This design comes from an exercise in tuning for small area on the open sky130 flow, not from production work.
Only simulation tests tie the RTL to the original design; equivalence was not proved.
No activity file was given, so power comes from the tool's default toggle rates.

==> flow/constraint.sdc <==
create_clock -name core_clock -period 6.0 [get_ports {clk}]
set_input_delay 1.2000 -clock core_clock [delete_from_list [all_inputs] [get_ports {clk}]]
set_output_delay 1.2000 -clock core_clock [all_outputs]
set_load 0.01 [all_outputs]
==> flow/standard.sh <==
#!/bin/bash
# synth_recipe.tcl (not shown) runs the flow's synth.tcl, then flattens the netlist and writes it again
# the make line also repeats each setting of config.mk as NAME=value (left out here)
make -C /OpenROAD-flow-scripts/flow DESIGN_CONFIG=/design/flow/config.mk WORK_HOME=/design/flow/orfs CLKGATE_MAP_FILE= SYNTH_SCRIPT=/design/flow/synth_recipe.tcl "${@:-finish}"
==> flow/flow/abc_area.script <==
strash
dch
map -a
topo
stime -c
==> flow/config.mk <==
export PLATFORM = sky130hd
export DESIGN_NAME = Gelu_Top
export DESIGN_NICKNAME = Gelu_Top
export VERILOG_FILES = /design/flow/design.v
export SDC_FILE = /design/flow/constraint.sdc
export NUM_CORES = 8
export LEC_CHECK = 0
export ABC_AREA = 1
export CAP_MARGIN = 20
export CORE_MARGIN = 2
export CORE_UTILIZATION = 30
export SLEW_MARGIN = 20
==> flow/flow/run.sh <==
#!/bin/bash
# Own layout flow: the standard ORFS flow (standard.sh) with three changes:
#  - synthesis maps the logic with an area-only ABC script (flow/abc_area.script:
#    no buffering/upsizing inside ABC; OpenROAD repairs timing later) and without
#    Yosys's full/half-adder extraction;
#  - ports are buffered with sky130_fd_sc_hd__buf_1;
#  - CTS does not add dummy loads.
# Each tool's output goes to a log file in this folder.
set -euo pipefail
W=$(pwd)
rm -rf "$W/scripts"
cp -r "$FLOW_HOME/scripts" "$W/scripts"
cp "$W/flow/abc_area.script" "$W/scripts/abc_area.script"
export SCRIPTS_DIR="$W/scripts"
bash standard.sh ADDER_MAP_FILE= \
  "BUFFER_PORTS_ARGS=-buffer_cell sky130_fd_sc_hd__buf_1" \
  "CTS_ARGS=-sink_clustering_enable -repair_clock_nets -dont_use_dummy_load" \
  finish > "$W/flow_make.log" 2>&1
==> flow/design.v <==
module gelu_corr (x00, x01, x02, x03, x04, x05, x06, x07, x08, x09, x10, x11, z0, z1, z2, z3, z4);
  input  x00, x01, x02, x03, x04, x05, x06, x07, x08, x09, x10, x11;
  output z0, z1, z2, z3, z4;
  wire new_n18, new_n19, new_n20, new_n21, new_n22, new_n23, new_n24,
    new_n25, new_n26, new_n27, new_n28, new_n29, new_n30, new_n31, new_n32,
    new_n33, new_n34, new_n35, new_n37, new_n38, new_n39, new_n40, new_n41,
    new_n42, new_n43, new_n44, new_n45, new_n46, new_n47, new_n48, new_n49,
    new_n50, new_n51, new_n52, new_n53, new_n54, new_n55, new_n56, new_n57,
    new_n58, new_n59, new_n60, new_n61, new_n62, new_n63, new_n64, new_n66,
    new_n67, new_n68, new_n69, new_n70, new_n71, new_n72, new_n73, new_n74,
    new_n75, new_n76, new_n77, new_n78, new_n79, new_n80, new_n81, new_n82,
    new_n83, new_n84, new_n85, new_n86, new_n87, new_n88, new_n89, new_n90,
    new_n91, new_n92, new_n93, new_n94, new_n95, new_n96, new_n97, new_n98,
    new_n99, new_n100, new_n101, new_n102, new_n103, new_n104, new_n105,
    new_n106, new_n107, new_n108, new_n109, new_n110, new_n111, new_n112,
    new_n113, new_n114, new_n115, new_n116, new_n117, new_n118, new_n119,
    new_n120, new_n121, new_n122, new_n123, new_n124, new_n125, new_n126,
    new_n127, new_n128, new_n129, new_n130, new_n131, new_n132, new_n133,
    new_n134, new_n135, new_n136, new_n137, new_n138, new_n139, new_n140,
    new_n141, new_n142, new_n143, new_n144, new_n145, new_n146, new_n147,
    new_n148, new_n149, new_n150, new_n151, new_n152, new_n153, new_n154,
    new_n155, new_n156, new_n157, new_n158, new_n159, new_n160, new_n161,
    new_n162, new_n163, new_n164, new_n165, new_n166, new_n167, new_n168,
    new_n169, new_n170, new_n171, new_n172, new_n173, new_n174, new_n175,
    new_n176, new_n177, new_n178, new_n179, new_n180, new_n181, new_n182,
    new_n183, new_n184, new_n185, new_n186, new_n187, new_n188, new_n189,
    new_n190, new_n191, new_n192, new_n194, new_n195, new_n196, new_n197,
    new_n198, new_n199, new_n200, new_n201, new_n202, new_n203, new_n204,
    new_n206, new_n207, new_n208, new_n209, new_n210, new_n211, new_n212,
    new_n213, new_n214, new_n215, new_n216, new_n217, new_n218, new_n219,
    new_n220, new_n221, new_n222, new_n223, new_n224, new_n225, new_n226,
    new_n227, new_n228, new_n229, new_n230, new_n231, new_n232, new_n233,
    new_n234, new_n235, new_n236, new_n237, new_n238, new_n239, new_n240,
    new_n241, new_n242, new_n243, new_n244, new_n245, new_n246, new_n247,
    new_n248, new_n249, new_n250, new_n251, new_n252, new_n253, new_n254,
    new_n255, new_n256, new_n257, new_n258, new_n259, new_n260, new_n261,
    new_n262, new_n263, new_n264, new_n265, new_n266, new_n267, new_n268,
    new_n269, new_n270, new_n271, new_n272, new_n273, new_n274, new_n275,
    new_n276, new_n277, new_n278, new_n279, new_n280, new_n281, new_n282,
    new_n283, new_n284, new_n285, new_n286, new_n287, new_n288, new_n289,
    new_n290, new_n291, new_n292, new_n293, new_n294, new_n295, new_n296,
    new_n297, new_n298, new_n299, new_n300, new_n301, new_n302, new_n303,
    new_n304, new_n305, new_n306, new_n307, new_n308, new_n309, new_n310,
    new_n311, new_n312, new_n313;
  assign new_n18 = ~x03 & ~x06;
  assign new_n19 = x05 & ~new_n18;
  assign new_n20 = ~x09 & ~x10;
  assign new_n21 = x09 & x10;
  assign new_n22 = ~x08 & ~new_n21;
  assign new_n23 = ~x11 & new_n22;
  assign new_n24 = ~x06 & ~x09;
  assign new_n25 = ~x10 & x11;
  assign new_n26 = new_n24 & new_n25;
  assign new_n27 = ~new_n23 & ~new_n26;
  assign new_n28 = new_n20 & ~new_n27;
  assign new_n29 = x03 & ~new_n28;
  assign new_n30 = x06 & x07;
  assign new_n31 = new_n29 & new_n30;
  assign new_n32 = ~new_n19 & ~new_n31;
  assign new_n33 = x00 & x01;
  assign new_n34 = x02 & new_n33;
  assign new_n35 = x03 & new_n34;
  assign z0 = ~new_n32 & new_n35;
  assign new_n37 = ~x03 & x05;
  assign new_n38 = x06 & ~x07;
  assign new_n39 = new_n37 & new_n38;
  assign new_n40 = ~x05 & ~x08;
  assign new_n41 = x04 & x11;
  assign new_n42 = ~x10 & ~new_n41;
  assign new_n43 = x09 & ~new_n42;
  assign new_n44 = new_n40 & ~new_n43;
  assign new_n45 = ~x04 & ~new_n21;
  assign new_n46 = ~x04 & ~x11;
  assign new_n47 = x09 & ~new_n46;
  assign new_n48 = ~new_n45 & new_n47;
  assign new_n49 = x10 & x11;
  assign new_n50 = x04 & new_n49;
  assign new_n51 = ~x08 & ~new_n50;
  assign new_n52 = ~new_n48 & new_n51;
  assign new_n53 = x05 & ~new_n52;
  assign new_n54 = ~new_n44 & ~new_n53;
  assign new_n55 = x07 & new_n18;
  assign new_n56 = ~new_n54 & new_n55;
  assign new_n57 = ~new_n39 & ~new_n56;
  assign new_n58 = ~x08 & new_n20;
  assign new_n59 = x07 & ~new_n58;
  assign new_n60 = x00 & ~x06;
  assign new_n61 = ~x05 & new_n60;
  assign new_n62 = ~new_n59 & new_n61;
  assign new_n63 = new_n34 & ~new_n62;
  assign new_n64 = new_n32 & new_n63;
  assign z1 = new_n57 & new_n64;
  assign new_n66 = x08 & new_n30;
  assign new_n67 = ~x10 & new_n46;
  assign new_n68 = x10 & ~new_n46;
  assign new_n69 = ~new_n67 & ~new_n68;
  assign new_n70 = x09 & ~new_n69;
  assign new_n71 = ~x04 & ~new_n70;
  assign new_n72 = new_n66 & ~new_n71;
  assign new_n73 = x06 & x09;
  assign new_n74 = x07 & ~new_n73;
  assign new_n75 = new_n27 & new_n74;
  assign new_n76 = ~x04 & x08;
  assign new_n77 = new_n21 & new_n76;
  assign new_n78 = ~x04 & x07;
  assign new_n79 = ~new_n38 & ~new_n78;
  assign new_n80 = ~new_n77 & new_n79;
  assign new_n81 = ~new_n75 & new_n80;
  assign new_n82 = ~new_n72 & ~new_n81;
  assign new_n83 = ~x07 & ~new_n41;
  assign new_n84 = new_n47 & new_n83;
  assign new_n85 = ~x05 & ~new_n84;
  assign new_n86 = ~new_n82 & ~new_n85;
  assign new_n87 = ~x07 & ~x10;
  assign new_n88 = x08 & ~new_n42;
  assign new_n89 = x09 & new_n88;
  assign new_n90 = new_n87 & new_n89;
  assign new_n91 = ~new_n86 & ~new_n90;
  assign new_n92 = x03 & ~new_n91;
  assign new_n93 = ~x03 & x06;
  assign new_n94 = x11 & new_n93;
  assign new_n95 = ~new_n37 & ~new_n94;
  assign new_n96 = ~x07 & ~x08;
  assign new_n97 = ~new_n26 & ~new_n45;
  assign new_n98 = new_n96 & ~new_n97;
  assign new_n99 = ~x04 & ~x08;
  assign new_n100 = ~x09 & new_n99;
  assign new_n101 = x04 & x08;
  assign new_n102 = x09 & new_n101;
  assign new_n103 = new_n30 & ~new_n102;
  assign new_n104 = ~new_n100 & new_n103;
  assign new_n105 = ~new_n98 & ~new_n104;
  assign new_n106 = ~new_n95 & ~new_n105;
  assign new_n107 = ~new_n92 & ~new_n106;
  assign new_n108 = new_n19 & ~new_n72;
  assign new_n109 = new_n107 & new_n108;
  assign new_n110 = new_n57 & ~new_n109;
  assign new_n111 = new_n34 & ~new_n110;
  assign new_n112 = ~x02 & ~new_n48;
  assign new_n113 = x03 & ~new_n112;
  assign new_n114 = x06 & x08;
  assign new_n115 = new_n113 & new_n114;
  assign new_n116 = x03 & x07;
  assign new_n117 = ~x06 & ~new_n21;
  assign new_n118 = ~new_n20 & ~new_n117;
  assign new_n119 = ~x07 & new_n118;
  assign new_n120 = ~new_n116 & ~new_n119;
  assign new_n121 = ~x11 & new_n20;
  assign new_n122 = new_n76 & new_n121;
  assign new_n123 = x02 & ~new_n122;
  assign new_n124 = ~new_n120 & new_n123;
  assign new_n125 = ~new_n115 & ~new_n124;
  assign new_n126 = x08 & ~new_n30;
  assign new_n127 = x09 & new_n49;
  assign new_n128 = ~new_n30 & new_n127;
  assign new_n129 = ~new_n126 & ~new_n128;
  assign new_n130 = new_n29 & new_n129;
  assign new_n131 = ~x06 & new_n96;
  assign new_n132 = x07 & new_n127;
  assign new_n133 = ~new_n131 & ~new_n132;
  assign new_n134 = ~new_n130 & new_n133;
  assign new_n135 = ~new_n125 & new_n134;
  assign new_n136 = ~x02 & x06;
  assign new_n137 = ~x10 & ~new_n47;
  assign new_n138 = ~x04 & ~x09;
  assign new_n139 = x08 & ~new_n138;
  assign new_n140 = ~new_n137 & new_n139;
  assign new_n141 = new_n136 & ~new_n140;
  assign new_n142 = new_n116 & new_n141;
  assign new_n143 = x06 & ~new_n127;
  assign new_n144 = ~x08 & ~new_n143;
  assign new_n145 = new_n73 & ~new_n78;
  assign new_n146 = ~new_n49 & ~new_n145;
  assign new_n147 = ~new_n132 & ~new_n146;
  assign new_n148 = ~new_n144 & new_n147;
  assign new_n149 = new_n113 & new_n148;
  assign new_n150 = ~x08 & x09;
  assign new_n151 = ~x03 & new_n150;
  assign new_n152 = x07 & ~new_n101;
  assign new_n153 = ~new_n151 & new_n152;
  assign new_n154 = new_n149 & ~new_n153;
  assign new_n155 = ~x10 & ~x11;
  assign new_n156 = ~x08 & new_n155;
  assign new_n157 = ~new_n114 & ~new_n156;
  assign new_n158 = ~x09 & ~new_n157;
  assign new_n159 = new_n150 & ~new_n155;
  assign new_n160 = x02 & ~new_n159;
  assign new_n161 = ~new_n158 & new_n160;
  assign new_n162 = new_n116 & ~new_n161;
  assign new_n163 = ~new_n149 & new_n162;
  assign new_n164 = ~new_n154 & ~new_n163;
  assign new_n165 = x04 & new_n127;
  assign new_n166 = new_n131 & ~new_n165;
  assign new_n167 = ~new_n66 & ~new_n93;
  assign new_n168 = ~new_n166 & new_n167;
  assign new_n169 = x02 & ~new_n89;
  assign new_n170 = x03 & new_n69;
  assign new_n171 = ~new_n169 & ~new_n170;
  assign new_n172 = new_n168 & ~new_n171;
  assign new_n173 = ~x09 & ~new_n68;
  assign new_n174 = ~x03 & ~x07;
  assign new_n175 = new_n126 & ~new_n174;
  assign new_n176 = ~new_n173 & new_n175;
  assign new_n177 = new_n96 & new_n173;
  assign new_n178 = ~new_n136 & ~new_n177;
  assign new_n179 = ~new_n176 & new_n178;
  assign new_n180 = ~new_n172 & new_n179;
  assign new_n181 = new_n164 & new_n180;
  assign new_n182 = ~new_n142 & ~new_n181;
  assign new_n183 = ~new_n135 & new_n182;
  assign new_n184 = ~x08 & ~new_n183;
  assign new_n185 = x07 & ~new_n184;
  assign new_n186 = x02 & ~new_n185;
  assign new_n187 = x03 & ~new_n169;
  assign new_n188 = new_n183 & new_n187;
  assign new_n189 = ~new_n186 & ~new_n188;
  assign new_n190 = ~x05 & new_n33;
  assign new_n191 = new_n168 & new_n190;
  assign new_n192 = ~new_n189 & new_n191;
  assign z2 = new_n111 | new_n192;
  assign new_n194 = ~new_n56 & new_n107;
  assign new_n195 = new_n34 & ~new_n194;
  assign new_n196 = ~new_n183 & new_n190;
  assign new_n197 = ~x09 & ~new_n51;
  assign new_n198 = ~new_n150 & ~new_n197;
  assign new_n199 = ~new_n88 & ~new_n198;
  assign new_n200 = ~x01 & x02;
  assign new_n201 = x03 & new_n200;
  assign new_n202 = new_n62 & new_n201;
  assign new_n203 = new_n199 & new_n202;
  assign new_n204 = ~new_n196 & ~new_n203;
  assign z3 = new_n195 | ~new_n204;
  assign new_n206 = ~x03 & x04;
  assign new_n207 = x10 & ~x11;
  assign new_n208 = new_n206 & ~new_n207;
  assign new_n209 = x05 & ~new_n208;
  assign new_n210 = x03 & x11;
  assign new_n211 = ~x05 & ~x10;
  assign new_n212 = ~new_n210 & new_n211;
  assign new_n213 = x04 & new_n212;
  assign new_n214 = x09 & ~new_n212;
  assign new_n215 = ~new_n96 & ~new_n214;
  assign new_n216 = ~new_n213 & new_n215;
  assign new_n217 = ~x02 & ~x03;
  assign new_n218 = ~x01 & ~new_n20;
  assign new_n219 = ~new_n217 & new_n218;
  assign new_n220 = ~new_n216 & ~new_n219;
  assign new_n221 = ~new_n209 & ~new_n220;
  assign new_n222 = new_n40 & new_n69;
  assign new_n223 = ~new_n221 & ~new_n222;
  assign new_n224 = ~x01 & new_n199;
  assign new_n225 = ~x03 & ~new_n224;
  assign new_n226 = x03 & new_n199;
  assign new_n227 = ~new_n206 & ~new_n226;
  assign new_n228 = ~new_n225 & new_n227;
  assign new_n229 = new_n40 & ~new_n201;
  assign new_n230 = x01 & x02;
  assign new_n231 = x04 & new_n230;
  assign new_n232 = ~new_n229 & ~new_n231;
  assign new_n233 = ~new_n228 & new_n232;
  assign new_n234 = ~new_n223 & ~new_n233;
  assign new_n235 = ~z2 & ~new_n234;
  assign new_n236 = ~new_n47 & ~new_n54;
  assign new_n237 = ~x02 & ~new_n236;
  assign new_n238 = ~new_n235 & new_n237;
  assign new_n239 = ~x04 & x05;
  assign new_n240 = ~new_n54 & ~new_n239;
  assign new_n241 = ~x02 & ~new_n240;
  assign new_n242 = ~new_n20 & new_n239;
  assign new_n243 = new_n54 & new_n242;
  assign new_n244 = ~new_n241 & ~new_n243;
  assign new_n245 = x01 & ~new_n37;
  assign new_n246 = ~new_n244 & new_n245;
  assign new_n247 = ~new_n234 & ~new_n246;
  assign new_n248 = new_n99 & new_n201;
  assign new_n249 = x07 & ~new_n248;
  assign new_n250 = new_n60 & ~new_n249;
  assign new_n251 = ~new_n247 & new_n250;
  assign new_n252 = ~new_n238 & new_n251;
  assign new_n253 = x08 & new_n118;
  assign new_n254 = ~new_n194 & ~new_n253;
  assign new_n255 = x07 & ~x11;
  assign new_n256 = new_n24 & new_n255;
  assign new_n257 = ~new_n153 & ~new_n256;
  assign new_n258 = new_n254 & ~new_n257;
  assign new_n259 = x09 & new_n93;
  assign new_n260 = ~x07 & ~new_n101;
  assign new_n261 = ~new_n259 & new_n260;
  assign new_n262 = ~new_n254 & new_n261;
  assign new_n263 = ~new_n258 & ~new_n262;
  assign new_n264 = ~x11 & new_n21;
  assign new_n265 = new_n87 & new_n206;
  assign new_n266 = new_n25 & new_n239;
  assign new_n267 = ~new_n37 & ~new_n266;
  assign new_n268 = ~new_n265 & new_n267;
  assign new_n269 = ~new_n264 & ~new_n268;
  assign new_n270 = ~new_n263 & new_n269;
  assign new_n271 = ~new_n91 & ~new_n155;
  assign new_n272 = ~new_n37 & ~new_n271;
  assign new_n273 = new_n104 & new_n271;
  assign new_n274 = new_n48 & ~new_n126;
  assign new_n275 = ~new_n87 & new_n150;
  assign new_n276 = ~new_n74 & new_n275;
  assign new_n277 = ~new_n274 & ~new_n276;
  assign new_n278 = ~new_n273 & ~new_n277;
  assign new_n279 = ~new_n272 & new_n278;
  assign new_n280 = x05 & ~new_n96;
  assign new_n281 = new_n92 & new_n280;
  assign new_n282 = ~new_n279 & ~new_n281;
  assign new_n283 = ~new_n270 & new_n282;
  assign new_n284 = new_n34 & ~new_n283;
  assign new_n285 = x02 & new_n207;
  assign new_n286 = new_n18 & ~new_n20;
  assign new_n287 = ~new_n285 & new_n286;
  assign new_n288 = ~new_n43 & new_n287;
  assign new_n289 = new_n183 & new_n288;
  assign new_n290 = ~new_n22 & new_n141;
  assign new_n291 = ~new_n164 & ~new_n290;
  assign new_n292 = ~new_n43 & ~new_n122;
  assign new_n293 = x02 & ~new_n255;
  assign new_n294 = x03 & ~new_n293;
  assign new_n295 = ~new_n292 & new_n294;
  assign new_n296 = x02 & ~x03;
  assign new_n297 = new_n42 & new_n296;
  assign new_n298 = x03 & x10;
  assign new_n299 = x07 & ~new_n298;
  assign new_n300 = ~new_n297 & new_n299;
  assign new_n301 = new_n198 & new_n300;
  assign new_n302 = ~new_n295 & ~new_n301;
  assign new_n303 = ~x06 & ~new_n302;
  assign new_n304 = ~x02 & ~new_n206;
  assign new_n305 = ~new_n121 & ~new_n304;
  assign new_n306 = x06 & new_n96;
  assign new_n307 = ~new_n305 & new_n306;
  assign new_n308 = ~new_n113 & new_n307;
  assign new_n309 = ~new_n303 & ~new_n308;
  assign new_n310 = ~new_n291 & new_n309;
  assign new_n311 = ~new_n289 & new_n310;
  assign new_n312 = new_n190 & ~new_n311;
  assign new_n313 = ~new_n284 & ~new_n312;
  assign z4 = new_n252 | ~new_n313;
endmodule
module Gelu (
    input  [2:0] in_scale,
    input        g,
    input  [7:0] x,
    output [7:0] y
);
wire       sign = x[7];
wire [6:0] m    = x[6:0] ^ {7{sign}};
wire [4:0] c;
gelu_corr u_c (
    .x00(g), .x01(in_scale[2]), .x02(in_scale[1]), .x03(in_scale[0]), .x04(sign),
    .x05(m[6]), .x06(m[5]), .x07(m[4]), .x08(m[3]), .x09(m[2]), .x10(m[1]), .x11(m[0]),
    .z0(c[4]), .z1(c[3]), .z2(c[2]), .z3(c[1]), .z4(c[0])
);
wire [6:0] a = x[6:0] & {7{~sign & g}};
wire [6:0] cc = {2'b00, c};
wire [7:0] b;                        
assign b[0] = 1'b0;
genvar i;
generate
    for (i = 0; i < 7; i = i + 1) begin : sub
        wire p = a[i] ^ cc[i];
        assign y[i]   = p ^ b[i];
        assign b[i+1] = (~a[i] & cc[i]) | (~p & b[i]);
    end
endgenerate
assign y[7] = b[7];
endmodule
module Gelu_Top
(
    input clk,
    input rst_n,
    input gelu,
    input [2:0]    in_scale,
    input [8 *32-1:0]    dat_in,
    output[8 *32-1:0]    dat_out,
    input  in_vld,
    output out_vld
);
wire [8 *32-1:0] y;
genvar i;
generate
    for (i = 0; i < 32; i = i + 1) begin : act
        Gelu u_Gelu (
            .in_scale (in_scale),
            .g        (gelu),
            .x        (dat_in[i*8 +: 8]),
            .y        (y[i*8 +: 8])
        );
    end
endgenerate
reg [8 *32-1:0] y_reg;
reg vld_reg;
always @(posedge clk) y_reg <= y;
always @(posedge clk or negedge rst_n)
    if (!rst_n) vld_reg <= 1'b0;
    else        vld_reg <= in_vld;
assign dat_out = y_reg;
assign out_vld = vld_reg;
endmodule
==> qor.csv <==
stage;metric;value;unit
placed_design;global_placement_routability_congestion;1.03;
cells_and_area;n_fill_cell;15900;
yosys;synthCells;7991;
pwr;power.ir.vdd_worst;0.197;mV
timing;relSlewSlack;29.7;%
cells_and_area;final_area;56100;um^2
yosys;flop_and_latch_count_out_of_synthesis;257;
cts;tritoncts_num_sinks;257;
timing;finalSetupTns;0;ps
yosys;count_of_different_cell_masters_after_synthesis;39;
critical_path;endpoint_kind;flop;
critical_path;cpLargestDelayFamily;compound AO/OA/AOI/OAI gates;
yosys;synthMostInstantiatedCell;nand2_1;
yosys;synth_edf_count;0;
cts;cts_root_buf;clkbuf_16;
grt;grt_first_pass_wirelength;370000;um
placed_design;detailed_place_hpwl;186000;um
yosys;synth.net_count;8254;
pwr;totalPowerFinal;10.4;mW
yosys;synth_top_cell_by_area;nand2_1;
grt;gr_util_all_layers;31.6;%
cts;post_cts_hold_buffer_count;0;
floorplanning;fp-row-count;139;
critical_path;setup.worst_path.class;in2reg;
floorplanning;ioPinCount;520;
critical_path;timing.critical_path.mode_cell;nor2_1;
cts;path_clk_slew;50;ps
drt;remaining_drc_errors;0;
grt;grt-ovfl-total;0;
timing;final-max-slew-violation-count;0;
cts;cts_inserted_buffers;37;
cells_and_area;area_delta_synth_final;30.0;%
timing;timing.final.setup_violations;0;
yosys;synth.top_cell.area_share;13.8;%
yosys;dominantRegCellSynth;dfxtp_1;
cells_and_area;utilization;39.2;%
drt;detail_route.wl_per_cell;21.5;um
pwr;power-per-cell-area;185;nW/um^2
cts;cts.path.max_buffers;3;
critical_path;worst_path_largest_cell_delay;770;ps
floorplanning;die_y;383;um
placed_design;placement.io_buffers;519;
drt;dr_total_vias;68200;
critical_path;critPathLaunch;dat_in[143];
cells_and_area;largest_register_ff_count;256;
drt;antenna_violating_nets_post_route;0;
cts;tritoncts_clock_tree;done;
drt;drt_wl_total;246000;um
outcome;run_status;no timing/DRC/antenna violations;
floorplanning;core_area;143000;um^2
timing;timing.fmax;187;MHz
min_path;worst_hold_path_type;in2async;
grt;grt_pass1_vias;63900;
yosys;synth.cells.most_frequent;1587 x nand2_1, 1564 x nor2_1, 1086 x clkinv_1;
drt;detail_route.first_pass.iterations;10;
critical_path;timing.critical_path.slowest_stage_cell;nor2_1;
timing;worstMarginPinSlew;1050;ps
yosys;ys_warn_count;1;
drt;avgViaCountPerCell;5.96;
critical_path;crit_buf_inv;4;
cells_and_area;final_nets;9788;
critical_path;worst_ep_arrival_time;5800;ps
placed_design;placed_area;55100;um^2
critical_path;crit_path_cell_trace;buf_1 > clkinv_1 > buf_4 > nor2_1 > nor2_1 > nor2_1 > a2111oi_0 > buf_4 > nor4_1 > a21oi_1 > o2111ai_1 > nand3_1 > o32ai_1 > nand3b_1 > a31oi_1 > o221ai_1 > nand2_1 > nor2_1 > a21oi_1 > o21ai_0 > a21boi_0 > o21bai_1 > nand2_1 > xor2_1;
floorplanning;die_w;383;um
floorplanning;start_util;30.2;%
critical_path;worst-endpoint-required;6470;ps
drt;drtIter0Drc;9426;
critical_path;start_kind;input port;
cts;cts_htree_levels;2;
cells_and_area;post_route_cells_drive_above_1_share;12.1;%
grt;maximum_number_of_pins_on_one_net_before_global_route_repair;117;
yosys;synth_async_sr_flop_share;0.389;%
flow_run;max_cap_viol_count;0;
yosys;syn-mean-instance-area;5.40;um^2
timing;layout_worst_path_cycle_share;88.9;%
timing;unrepaired_setup_endpoints_after_global_routing;false;
pwr;p_leak;22.1;nW
cts;post_cts.repair.setup_buffers;0;
critical_path;worst-path-max-fanout;10;
yosys;sequential_area_share_after_synthesis;11.9;%
yosys;synth_top_cells_by_area;nand2_1 14%, nor2_1 14%, dfxtp_1 12%;
critical_path;timing.critical_path.depth;24;
floorplanning;fp.dieArea;147000;um^2
cts;cts_resized;0;
yosys;syn_area;43200;um^2
timing;period_minus_slack;5340;ps
grt;initial_antenna_violation_count;39;
timing;final-hold-violation-count;0;
cells by family after synthesis:
| logic type | count (synthesis) | synth area share (%) |
|---|---|---|
| compound gates | 2491 | 36.1 |
| xor+xnor | 288 | 5.84 |
| buf+inv | 1086 | 9.45 |
| flops | 257 | 11.9 |
| mux | 1 | 0.0232 |
| simple gates | 3868 | 36.7 |
routing by layer:
layer  up-vias  global-route usage (%)  part of all wire [%]
li1      31300                       -                     -
met1     30700                    39.6                    39
met2      5024                    48.9                    43
met3      1188                    7.64                    12
met4        40                    18.7                   6.5
met5         -                       0                 0.095
layout by cell type (no fill, tap or decap), drive strengths merged, types with 17 or more instances in the layout:
cell type / count
nand2: 1587
nor2: 1564
buf: 1492
clkinv: 1081
a21oi: 707
o21ai: 603
dfxtp: 256
nand3: 227
a31oi: 187
nor3: 185
xnor2: 160
o32ai: 144
o22ai: 144
o211ai: 132
xor2: 128
nor4: 121
or2: 97
a22oi: 95
o2111ai: 56
nand4: 56
a211oi: 53
o21bai: 52
clkbuf: 40
o21a: 37
a221oi: 36
o31ai: 33
a21boi: 32
a32oi: 30
a311oi: 30
a2111oi: 28
o41ai: 24
o311ai: 19
and3: 17
o221ai: 17
final timing paths:
kind	to	slack (ps)
setup / recovery	y_reg[142]$_DFF_P_	660
hold / removal	vld_reg$_DFF_PN0_	340
min in group core_clock	vld_reg$_DFF_PN0_	690
max in group asynchronous	vld_reg$_DFF_PN0_	5560
power by group:
part	switching (mW)	internal [mW]	total (mW)	leakage [nW]
clock	0.851	1.07	1.92	0.456
sequential	0.193	2.10	2.29	2.15
combinational	3.98	2.18	6.16	19.5
total	5.02	5.35	10.4	22.1
final cells by class:
| cell class | instances | area [um^2] | area share [%] |
|---|---|---|---|
| antenna | 16 | 40.0 | 0.0714 |
| sequential | 257 | 5150 | 9.18 |
| inverter | 1086 | 4110 | 7.33 |
| timing repair buffer | 1495 | 9500 | 16.9 |
| clock buffer | 37 | 926 | 1.65 |
| tap | 1903 | 2380 | 4.24 |
| multi-input combinational | 6648 | 34000 | 60.6 |
metrics by stage:
| stage | cells | hold WS, ps | setup slack [ps] |
|---|---|---|---|
| 2_1_floorplan | 7991 | 904 | 300 |
| 3_3_place_gp | 11400 | 962 | 95.1 |
| 3_5_place_dp | 11400 | 966 | 222 |
| 4_1_cts | 11400 | 291 | 817 |
| 5_1_grt | 11400 | 329 | 118 |
| 6_report | 11400 | 339 | 665 |

what the ideal ports hide:
The results above use ideal ports. As a check the final layout listed here was re-extracted and re-timed, cells and wires unchanged.
Step 1, drivers: a clkbuf_16 drives clk and a buf_2 each remaining input, both assumed.
Step 2 also shifts input and output timing later by t, the mid clock arrival at the registers, as if the neighbouring blocks saw the same clock.
Three values: no drivers, after step 1, after step 2; two values: the first two.
t (ns): 0.664
slack for setup (ns): 0.665 / 0.698 / 0.034
hold slack, ns: 0.339 / 0.286 / 0.950
clock arrival spread, ns: 0.068 / 0.069
worst data-port slew with drivers (ns): 0.22
After both steps this run still meets setup and hold. For this run, drivers alone change the setup slack by +0.033 ns; drivers and shift together by -0.631 ns.
